Background: an optimization exercise with open tools, aiming at small area and a short achievable clock period. Do not read the settings as production practice.
RTL that was checked went through simulation tests only; none was proved equivalent to the original.
Power figures rest on the tool's default switching activity, not on a simulated workload.

Design mult_top, start of the top module:
module mult_top(
    input clk,
    input  [15:0] x,
    input  [15:0] y,
    output [31:0] p_out
    );
Size: ~410 cells after synthesis, roughly 46 flip-flops, ~65 I/O pins, ~0.0034 sq mm of cells after synthesis.
==> module MITCH_OUT, before the edit <==
module MITCH_OUT(
    input  [3:0]  kx,
    input  [3:0]  ky,
    input  [6:0]  fx,
    input  [6:0]  fy,
    output [21:0] m
    );
    wire [3:0] kg = kx & ky;
    wire [3:0] kp = kx ^ ky;
    wire kc1 = kg[0];
    wire kc2 = kg[1] | kp[1] & kg[0];
    wire kc3 = kg[2] | kp[2] & kg[1] | kp[2] & kp[1] & kg[0];
    wire kc4 = kg[3] | kp[3] & kg[2] | kp[3] & kp[2] & kg[1] | kp[3] & kp[2] & kp[1] & kg[0];
    wire [4:0] ks = {kc4, kp ^ {kc3, kc2, kc1, 1'b0}};
    wire [6:0] g0 = fx & fy;
    wire [6:0] p0 = fx ^ fy;
    wire [6:0] g1 = g0 | {p0[6:1] & g0[5:0], 1'b0};
    wire [6:0] p1 = {p0[6:1] & p0[5:0], p0[0]};
    wire [6:0] g2 = g1 | {p1[6:2] & g1[4:0], 2'b0};
    wire [6:0] p2 = {p1[6:2] & p1[4:0], p1[1:0]};
    wire [6:0] g3 = g2 | {p2[6:4] & g2[2:0], 4'b0};
    wire [6:0] s  = p0 ^ {g3[5:0], 1'b0};
    wire       c  = g3[6];
    wire [4:0] ks1 = ks + 5'd1;
    wire [4:0] posa = ks[4]  ? {ks[3], ~ks[3], ks[2:0]}   : {2'b00, ks[3:1]};
    wire [4:0] posb = ks1[4] ? {ks1[3], ~ks1[3], ks1[2:0]} : {2'b00, ks1[3:1]};
    wire [4:0] pos  = c ? posb : posa;
    wire low = c ? ~|ks : ~|ks[4:1];
    wire [7:0]  b   = {1'b1, s};
    wire [8:0]  sa  = pos[0] ? {b, 1'b0} : {1'b0, b};
    wire [10:0] sb  = pos[1] ? {sa, 2'b0} : {2'b0, sa};
    wire [14:0] sc  = pos[2] ? {sb, 4'b0} : {4'b0, sb};
    wire [22:0] sd  = pos[3] ? {sc, 8'b0} : {8'b0, sc};
    wire [29:0] se  = pos[4] ? {sd[13:0], 16'b0} : {7'b0, sd};
    assign m = low ? {14'b0, s[0], 7'b0} : se[28:7];
endmodule
Settings: LEC_CHECK=0, CAP_MARGIN=20, CORE_MARGIN=2, CORE_UTILIZATION=60, PLACE_DENSITY=0.75, SETUP_SLACK_MARGIN=2.75, SLEW_MARGIN=20; clock period 6.3 ns.
standard.sh (not shown) runs the stock make flow with config.mk's settings and CLKGATE_MAP_FILE= SYNTH_SCRIPT=/design/flow/synth_recipe.tcl, a recipe that flattens the netlist after the stock synthesis.
==> flow/flow/run.sh <==
#!/bin/bash
# Standard ORFS flow (the standard.sh) with these changes:
#  - ABC maps with flow/abc.script (area-oriented, no up-sizing), through a
#    copy of the ORFS scripts folder in which only abc_area.script differs;
#  - small adders are left to ABC instead of full/half-adder cells;
set -uo pipefail
cp -r "$FLOW_HOME/scripts" ./scripts
cp flow/abc.script ./scripts/abc_area.script
bash standard.sh SCRIPTS_DIR="$PWD/scripts" ABC_AREA=1 ADDER_MAP_FILE= \
  "BUFFER_PORTS_ARGS=-buffer_cell sky130_fd_sc_hd__buf_1" finish > standard.log 2>&1
==> flow/flow/abc.script <==
&get -n
&st
&dch
&nf -a
&put
topo
stime -c
Then changed:
--- a/flow/design.v
+++ b/flow/design.v
@@ -80,7 +80,7 @@
     wire [14:0] sc  = pos[2] ? {sb, 4'b0} : {4'b0, sb};
     wire [22:0] sd  = pos[3] ? {sc, 8'b0} : {8'b0, sc};
     wire [29:0] se  = pos[4] ? {sd[13:0], 16'b0} : {7'b0, sd};
-    assign m = low ? {14'b0, s[0], 7'b0} : se[28:7];
+    assign m = {se[28:15], se[14] | low & s[0], se[13:8], se[7] & ~low};
 endmodule
 module MITCH_TRUNC_W8(
     input [15:0] x,
Effect:
- The changed run completed with no timing, DRC or antenna violations
- design area increases by 2.9%
- utilization increases by 1.6 points
- synthesized area increases by 1.0%
- sequential power is about the same
- worst hold slack is worse by 0.0037 ns
- clock power increases by about 10%
- via count increases by 4.2%
- non-clock buffer count decreases by 1
No functional check of the RTL was part of the second run of this note.

RTL: one of the versions met above, not the one the previous note started from.
Size: roughly 46 flip-flops, roughly 65 I/O pins, ~3400 µm² of cells after synthesis.
==> module MITCH_OUT, before the edit <==
module MITCH_OUT(
    input  [3:0]  kx,
    input  [3:0]  ky,
    input  [6:0]  fx,
    input  [6:0]  fy,
    output [21:0] m
    );
    wire [3:0] kg = kx & ky;
    wire [3:0] kp = kx ^ ky;
    wire kc1 = kg[0];
    wire kc2 = kg[1] | kp[1] & kg[0];
    wire kc3 = kg[2] | kp[2] & kg[1] | kp[2] & kp[1] & kg[0];
    wire kc4 = kg[3] | kp[3] & kg[2] | kp[3] & kp[2] & kg[1] | kp[3] & kp[2] & kp[1] & kg[0];
    wire [4:0] ks = {kc4, kp ^ {kc3, kc2, kc1, 1'b0}};
    wire [6:0] g0 = fx & fy;
    wire [6:0] p0 = fx ^ fy;
    wire [6:0] g1 = g0 | {p0[6:1] & g0[5:0], 1'b0};
    wire [6:0] p1 = {p0[6:1] & p0[5:0], p0[0]};
    wire [6:0] g2 = g1 | {p1[6:2] & g1[4:0], 2'b0};
    wire [6:0] p2 = {p1[6:2] & p1[4:0], p1[1:0]};
    wire [6:0] g3 = g2 | {p2[6:4] & g2[2:0], 4'b0};
    wire [6:0] s  = p0 ^ {g3[5:0], 1'b0};
    wire       c  = g3[6];
    wire [4:0] ks1 = ks + 5'd1;
    wire [4:0] posa = ks[4]  ? {ks[3], ~ks[3], ks[2:0]}   : {2'b00, ks[3:1]};
    wire [4:0] posb = ks1[4] ? {ks1[3], ~ks1[3], ks1[2:0]} : {2'b00, ks1[3:1]};
    wire [4:0] pos  = c ? posb : posa;
    wire low = c ? ~|ks : ~|ks[4:1];
    wire [7:0]  b   = {1'b1, s};
    wire [8:0]  sa  = pos[0] ? {b, 1'b0} : {1'b0, b};
    wire [10:0] sb  = pos[1] ? {sa, 2'b0} : {2'b0, sa};
    wire [14:0] sc  = pos[2] ? {sb, 4'b0} : {4'b0, sb};
    wire [22:0] sd  = pos[3] ? {sc, 8'b0} : {8'b0, sc};
    wire [29:0] se  = pos[4] ? {sd[13:0], 16'b0} : {7'b0, sd};
    assign m = {se[28:15], se[14] | low & s[0], se[13:8], se[7] & ~low};
endmodule
export LEC_CHECK = 0
export CAP_MARGIN = 20
export CORE_MARGIN = 2
export CORE_UTILIZATION = 60
export PLACE_DENSITY = 0.75
export SETUP_SLACK_MARGIN = 2.75
export SLEW_MARGIN = 20
create_clock -name core_clock -period 6.3 [get_ports {clk}]
==> flow/flow/abc.script <==
strash
dch
map -a
topo
stime -c
Scripts as last shown in full above: flow/flow/run.sh
Then changed:
--- a/flow/design.v
+++ b/flow/design.v
@@ -80,7 +80,7 @@
     wire [14:0] sc  = pos[2] ? {sb, 4'b0} : {4'b0, sb};
     wire [22:0] sd  = pos[3] ? {sc, 8'b0} : {8'b0, sc};
     wire [29:0] se  = pos[4] ? {sd[13:0], 16'b0} : {7'b0, sd};
-    assign m = {se[28:15], se[14] | low & s[0], se[13:8], se[7] & ~low};
+    assign m = low ? {14'b0, s[0], 7'b0} : se[28:7];
 endmodule
 module MITCH_TRUNC_W8(
     input [15:0] x,
What happened: Combinational power hardly moves; synthesized cell count shrinks slightly; final cell count stays flat; design area grows slightly; register-to-register slack gets better by 50 ps; global-route usage is higher by 0.24 points; utilization is higher by 0.54 points; clock power goes down by about a fifth; area after synthesis barely changes; setup slack degrades by 6.6 ps; wire length increases by a few percent; flip-flop and latch count stays the same; hold slack is better by 5.8 ps; non-clock buffer count grows by 6.
Only the layout flow was run in the first run of this note; the RTL was not checked for function there.

## afterwards: timing with drivers on the ports
The results above use ideal ports. As a check the final layouts listed here were re-extracted and re-timed, cells and wires unchanged. Step 1: set_driving_cell puts a clkbuf_16 on clk and a buf_2 on each other input, an assumption about the parent block. Step 2 times the ports against the registers' clock, not the clock port: input delays grow and output delays shrink by t, the midpoint of the rising clock arrivals with the driver on. a / b / c = ideal / step 1 / step 2; a / b = the first two.
run | t (ns) | slack for setup (ns) | hold slack, ns
the first run of note 1 | 0.314 | 2.848 / 2.853 / 2.539 | 0.336 / 0.336 / 0.336
the second run of note 1 | 0.321 | 2.957 / 2.957 / 2.636 | 0.332 / 0.332 / 0.332
the first run of note 2 | 0.320 | 2.949 / 2.936 / 2.616 | 0.332 / 0.332 / 0.332
the second run of note 2 | 0.325 | 2.943 / 2.948 / 2.623 | 0.338 / 0.338 / 0.338
After both steps setup and hold are still met in every run listed. The setup slack of the first run of note 2, which loses most, moves by -0.013 ns with the drivers and by -0.333 ns with both steps.
